What follows belongs to an exercise in optimizing a design on an open flow for small area; a production flow would make more cautious choices.
In this exercise RTL edits were held to simulation tests only and were not proved equivalent to the original.
Power figures rest on the tool's default switching activity, not on a simulated workload.

==> flow/design.v (outline; a module is shown in full before it is edited, if it fits) <==
// module Add: 16 lines
// module Inc: 13 lines
// module ALU: 151 lines
// module Compare: 16 lines
// module Control: 430 lines
// module CPZero: 326 lines
// module Mul2: 1172 lines
// module EXMEM_Stage: 75 lines
// module Hazard_Detection: 84 lines
// module IDEX_Stage: 117 lines
// module IFID_Stage: 24 lines
// module MemControl: 144 lines
// module MEMWB_Stage: 19 lines
// module Mux2: 7 lines
// module Mux4: 14 lines
// module RegisterFile: 30 lines
// module Register: 11 lines
// module TrapDetect: 9 lines
// module Processor: 565 lines
module Processor(
    input  clock,
    input  reset,
    input  [4:0] Interrupts,             
    input  NMI,                          
    input  [31:0] DataMem_In,
    input  DataMem_Ready,
    output DataMem_Read,
    output [3:0]  DataMem_Write,         
    output [29:0] DataMem_Address,       
    output [31:0] DataMem_Out,
    input  [31:0] InstMem_In,
    output [29:0] InstMem_Address,       
    input  InstMem_Ready,
    output InstMem_Read,
    output [7:0] IP                      
    );
  // ...
==> flow/run.sh <==
#!/bin/bash
# synth_recipe.tcl (not shown) runs the flow's synth.tcl, then flattens the netlist and writes it again
# the make line also repeats each setting of config.mk as NAME=value (left out here)
make -C /OpenROAD-flow-scripts/flow DESIGN_CONFIG=/design/flow/config.mk WORK_HOME=/design/flow/orfs CLKGATE_MAP_FILE= SYNTH_SCRIPT=/design/flow/synth_recipe.tcl finish
==> flow/config.mk <==
export PLATFORM = sky130hd
export DESIGN_NAME = Processor
export DESIGN_NICKNAME = Processor
export VERILOG_FILES = /design/flow/design.v
export SDC_FILE = /design/flow/constraint.sdc
export NUM_CORES = 8
export LEC_CHECK = 0
export CAP_MARGIN = 10
export CORE_MARGIN = 2
export CORE_UTILIZATION = 40
export CTS_CLUSTER_DIAMETER = 80
export CTS_CLUSTER_SIZE = 24
export SLEW_MARGIN = 10
==> flow/constraint.sdc <==
create_clock -name core_clock -period 25.0 [get_ports {clock}]
set_input_delay 5.0000 -clock core_clock [delete_from_list [all_inputs] [get_ports {clock}]]
set_output_delay 5.0000 -clock core_clock [all_outputs]
set_load 0.01 [all_outputs]
==> impl_summary.log, run 1 <==
INFO  metric run_status = no timing/DRC/antenna violations
INFO  metric regToRegStartpoint = MEMWB.WB_RtRd[3]
INFO  metric largest_register = RegisterFile.registers
INFO  metric effective_utilization_at_floorplan = 40.3%
INFO  metric seq_power_share = between 20% and 30%
INFO  metric critical_path_depth = 56
INFO  metric clkCellAreaFrac = about 3.2%
INFO  metric hold_path_depth = 2
INFO  metric fin_crit_sh = between 80 and 90%
INFO  metric number_of_design_rule_violations_left_by_the_first_detailed_router_iteration = ~17000
INFO  metric leakage = 41.4 nW
INFO  metric share_of_cell_area_taken_by_multi_input_logic_gates = between 40 and 50%
INFO  metric clock_input_transition_at_the_sequential_cells_of_the_worst_setup_and_hold_paths = 0.10 ns
INFO  metric internal_power = between 7 and 8 mW
INFO  metric yosysMostFrequentCell = sky130_fd_sc_hd__edfxtp_1
INFO  metric seq_area = 51900 um2
INFO  metric finalHoldViolations = 0
INFO  metric design.core.area = around 270000 um2
INFO  metric diodes = 23
INFO  metric synth-edff-count = about 1500
INFO  metric stdcell_count = between 10000 and 15000
INFO  metric cell_with_the_most_instances_on_the_worst_path = sky130_fd_sc_hd__fa_1
INFO  metric power.share.clock = 13.6%
INFO  metric largest_register_ff_count = between 900 and 1000
INFO  metric synthesis.area = between 100000 and 150000 um2
INFO  metric vias_in_the_first_global_route = between 80000 and 90000
INFO  metric worstHoldStart = IDEX.EX_ReverseEndian
INFO  metric worst_setup_path_start_kind = flop
INFO  metric timing.critical_path.slowest_stage_cell = sky130_fd_sc_hd__nand2_1
INFO  metric timing.max_slew.rel_slack = between 8 and 9%
INFO  metric seq_power = 4.00 mW
INFO  metric cts_hold_buf = 0
INFO  metric place_ws = roughly 3.6 ns
INFO  metric htree_num_levels = 3
INFO  metric routed-wl-met2 = roughly 200 mm
INFO  metric hold_ws = 0.468 ns
INFO  metric bufAreaShareNonClock = under 10%
INFO  metric yosys_warnings = 16
INFO  metric layout_top_registers = RegisterFile.registers (992), ALU.HILO (64), ALU.Multiplier.PL (49)
==> run 2, diff against run 1 <==
==> flow/flow/run.sh (new file) <==
#!/bin/bash
set -euo pipefail
export CTS_ARGS="-sink_clustering_enable -repair_clock_nets -dont_use_dummy_load -sink_clustering_size 24 -sink_clustering_max_diameter 80"
export BUFFER_PORTS_ARGS="-buffer_cell sky130_fd_sc_hd__buf_1"
bash standard.sh > flow_standard.log 2>&1
==> flow/standard.sh (new file) <==
#!/bin/bash
# synth_recipe.tcl (not shown) runs the flow's synth.tcl, then flattens the netlist and writes it again
# the make line also repeats each setting of config.mk as NAME=value (left out here)
make -C /OpenROAD-flow-scripts/flow DESIGN_CONFIG=/design/flow/config.mk WORK_HOME=/design/flow/orfs CLKGATE_MAP_FILE= SYNTH_SCRIPT=/design/flow/synth_recipe.tcl "${@:-finish}"
removed: flow/run.sh
==> run 2 against run 1 <==
  * Global-route usage up 0.13 points
  * Synthesized area unchanged
  * Count of clock-buffer cells in the layout down 15
  * Still clean
  * Sequential share of layout area up 0.75 points
  * Non-clock buffer count down 3
  * Wire length about the same
  * Critical path depth up 2
==> impl_summary.log, run 2 <==
INFO  metric run_status = no timing/DRC/antenna violations
INFO  metric synthArstFlopShare = 0%
INFO  metric layout_top_registers = RegisterFile.registers (992), ALU.HILO (64), ALU.Multiplier.PL (49)
INFO  metric timing.clock.skew = approximately 0.12 ns
INFO  metric dieHeight = around 520 um
INFO  metric synth-edff-count = 1467 (unchanged)
INFO  metric final_common_cell = sky130_fd_sc_hd__edfxtp_1
INFO  metric final-max-slew-violation-count = 0
INFO  metric stdcell_count = 13300 (-0.55%)
INFO  metric max-clock-path-buffers = 3
INFO  metric routedLengthMet1 = between 150 and 200 mm
INFO  metric family_with_the_most_delay_on_the_worst_path = adder cells
INFO  metric synthesized_instance_count = ~9900
INFO  metric max-vdd-ir-drop = between 0.5 and 0.6 mV
INFO  metric clock_input_transition_at_the_sequential_cells_of_the_worst_setup_and_hold_paths = 0.11 ns (about the same)
INFO  metric final_nets = approximately 10000
INFO  metric powerDensity = roughly 130 nW/um2
INFO  metric gp_congestion = approximately 1.0
INFO  metric synthesis.area = 107000 um2 (unchanged)
INFO  metric syn-num-nets = about 11000
INFO  metric dr_total_vias = around 90000
INFO  metric cts_tree = yes
INFO  metric yosysMostFrequentCell = sky130_fd_sc_hd__edfxtp_1
INFO  metric postSynthRegisterBits = around 1900
INFO  metric drive_above_1_share = 8.70%
INFO  metric synth_top_cell_area_share = 41.2%
INFO  metric htree_num_levels = 3 (unchanged)
INFO  metric grt-ovfl-total = 0
INFO  metric largest_register_ff_count = 992 (unchanged)
INFO  metric design.core.area = 266000 um2 (unchanged)
INFO  metric detail_route.drc_violations = 0
INFO  metric drt_pass1_iterations = 13
INFO  metric largest_register = RegisterFile.registers
INFO  metric crit_buf_inv = 8
INFO  metric vias_in_the_first_global_route = 84100 (-0.14%)
INFO  metric synth.avg_cell_area = 10.9 um2
INFO  metric worst_setup_path_start_kind = flop
INFO  metric synth_ff_type = sky130_fd_sc_hd__edfxtp_1
INFO  metric insertion_delay_of_the_later_clocked_pin_in_the_worst_skew_pair = approximately 0.85 ns
INFO  metric max_stage_delay = approximately 0.80 ns
INFO  metric cts_hold_buf = 0 (unchanged)
INFO  metric yosys.area.top_type = sky130_fd_sc_hd__edfxtp_1
INFO  metric clk_tree_root_cell = sky130_fd_sc_hd__clkbuf_16
INFO  metric mostFrequentLayoutCells = sky130_fd_sc_hd__edfxtp_1, sky130_fd_sc_hd__nand2_1, sky130_fd_sc_hd__nor2_1
INFO  metric cell_with_the_most_instances_on_the_worst_path = sky130_fd_sc_hd__fa_1
INFO  metric setup_total_negative_slack = 0 ns
INFO  metric cts_repair_resize_count = 0
INFO  metric timing.fmax = 45.8 MHz
INFO  metric antenna_left = 0
INFO  metric leakage = 40.6 nW (-2.1%)
INFO  metric slew_at_the_pin_with_the_worst_max_slew_slack = 1.43 ns
INFO  metric timing.critical_path.slowest_stage_cell = sky130_fd_sc_hd__buf_4
INFO  metric timing.final.setup_violations = 0
INFO  metric worst_ep_arrival = approximately 23 ns
INFO  metric grt_pass1_wl = a little under 700 mm
INFO  metric grt_antenna_before_repair = 51
INFO  metric yosys_warnings = 16 (unchanged)
INFO  metric required = 25.69 ns
INFO  metric fin_crit_sh = 87.3% (about the same)
INFO  metric effective_utilization_at_floorplan = 40.3% (unchanged)
INFO  metric path_class = flop to flop
INFO  metric worstPathMaxFanout = just under 80
INFO  metric critPathCaptureType = flop
INFO  metric clkSinkCount = around 1900
INFO  metric post_synth_cell_types = approximately 110
INFO  metric timing.max_slew.rel_slack = 4.07% (-4.3 points)
INFO  metric cts_buffers = roughly 110
INFO  metric grt_start_max_net_pins = 214
INFO  metric route.top_layer_used = met5
INFO  metric met3RoutedLength = between 70 and 80 mm
INFO  metric dp_hpwl = roughly 330 mm
INFO  metric min-delay-path-class = flop to flop
INFO  metric number_of_design_rule_violations_left_by_the_first_detailed_router_iteration = 15800 (-4.8%)
INFO  metric filler_cell_count = about 25000
INFO  metric design.portCount = 180
INFO  metric layout_min_cycle_time = about 22 ns
INFO  metric port_buffers = approximately 180
INFO  metric detail_route.wl_per_cell = about 37 um
INFO  metric die_w = 521 um
INFO  metric ys_seq_area_share = between 40% and 50%
INFO  metric avgViaCountPerCell = about 7
INFO  metric setup_repair_after_global_routing_missed_its_margin = no
INFO  metric post_synth_main_area_contributors = sky130_fd_sc_hd__edfxtp_1, sky130_fd_sc_hd__fa_1, sky130_fd_sc_hd__dfxtp_1, sky130_fd_sc_hd__nand2_1, sky130_fd_sc_hd__a22oi_1
INFO  metric cap_violations = 0
INFO  metric routed-wl-met2 = 205 mm (+1.2%)
INFO  metric gr-usage-all-layers = 35.0%
INFO  metric multi_input_comb_area = approximately 51000 um2
INFO  metric netlist_top_cells_count = sky130_fd_sc_hd__edfxtp_1, sky130_fd_sc_hd__nand2_1, sky130_fd_sc_hd__nor2_1
INFO  metric syn2layout_area_growth = 8.06%
INFO  metric seq_area = 51900 um2 (unchanged)
INFO  metric placed_cells = between 10000 and 15000
INFO  metric fp-row-count = roughly 190
INFO  metric totalWireLength = 491 mm
INFO  metric finalHoldViolations = 0 (unchanged)
INFO  metric buffers_inserted_by_post_cts_timing_repair = 0
INFO  metric floorplan.die_area = ~270000 um2
run 2: cell counts after synthesis:
No cell type changed its count.
run 2: metrics by stage:
step                      util [%]  setup slack, ns  hold slack (ns)  area [um2]  total power [mW]
after global placement        42.4             3.96            0.449      113000              13.1
after CTS                     43.5             3.51            0.470      116000              15.0
after detailed placement      42.4             3.55            0.458      113000              13.2
final                         43.6             3.16            0.469      116000              15.1
after floorplan                  -             4.81            0.403      107000              9.11
after global routing          43.5             2.31            0.487      116000              15.8
run 2: worst register-to-register path: cells and delay by family, from the launching register on:
kind                     cells  cell delay [ns]
buffers and inverters        8             2.59
multiplexers                 1             0.66
AND/OR/NAND/NOR              8             2.45
flip-flops                   1             0.59
adder cells (fa/ha/maj)     32            12.92
AO/OA/AOI/OAI                9             2.49
run 2: layout make-up:
type | count | share of cell area [%]
Timing Repair Buffer | 593 | 3.32
Multi-Input combinational cell | 6634 | 43.8
Clock buffer | 114 | 2.47
Inverter | 505 | 1.65
Tap cell | 3533 | 3.82
Sequential cell | 1860 | 44.9
Antenna cell | 28 | 0.0606
run 2: layer usage:
metal / GRT usage, % / vias up
met3: 10.9 / 1579
li1: - / 36100
met5: 0.105 / -
met2: 50.6 / 7716
met1: 46.1 / 45100
met4: 20.7 / 40
run 2: path summary, 6_finish.rpt:
path / depth (start not counted) / start / end / slack [ns]
worst max-delay path: 58 / EXMEM.M_RtRd[4] / flop / 3.16
worst min-delay path: 2 / IFID.ID_IsBDS / IDEX.EX_IsBDS / 0.47
worst max register to register: 58 / EXMEM.M_RtRd[4] / flop / 3.16
worst min register to register: 2 / IFID.ID_IsBDS / IDEX.EX_IsBDS / 0.47
run 2: cell families (layout without fill, tap and decap cells):
group / Yosys count / count (layout) / synth area share, %
adders and majority gates: 632 / 632 / 10.5
DFF: 1860 / 1860 / 48.5
buffers and inverters: 1369 / 1212 / 5.22
muxes: 324 / 324 / 3.09
xor gates and xnor gates: 591 / 591 / 4.84
other: 0 / 28 / 0
AOI/OAI and AO/OA: 2734 / 2734 / 17.5
and+or+nand+nor: 2353 / 2353 / 10.3
run 2: power by group:
part / internal, mW / switching (mW) / leakage, nW
clock: 0.803 / 1.07 / 1.41
sequential: 3.91 / 0.0943 / 17.7
combinational: 2.84 / 6.43 / 21.4
total: 7.55 / 7.59 / 40.6

## port drivers added, routing unchanged
How much do the figures lean on ideal ports? The routed layouts below were timed once more, with nothing changed but the port constraints. Step 1 (the two cells are an assumption about what drives the block):
set clk [get_ports {clock}]
set_driving_cell -lib_cell sky130_fd_sc_hd__clkbuf_16 $clk
set_driving_cell -lib_cell sky130_fd_sc_hd__buf_2 [delete_from_list [all_inputs] $clk]
Step 2 times the ports against the registers' clock, not the clock port: input delays grow and output delays shrink by t, the midpoint of the rising clock arrivals with the driver on. Slacks: ideal / step 1 / step 2; pairs: ideal / step 1.
| run | t, ns | setup WS [ns] | worst setup path after step 2 | pins driven straight from the clock port |
|---|---|---|---|---|
| run 1 | 0.923 | 3.166 / 3.166 / 3.166 | register to register | 1 |
| run 2 | 0.878 | 3.164 / 3.164 / 3.164 | register to register | 1 |
After both steps every run listed still meets setup and hold.
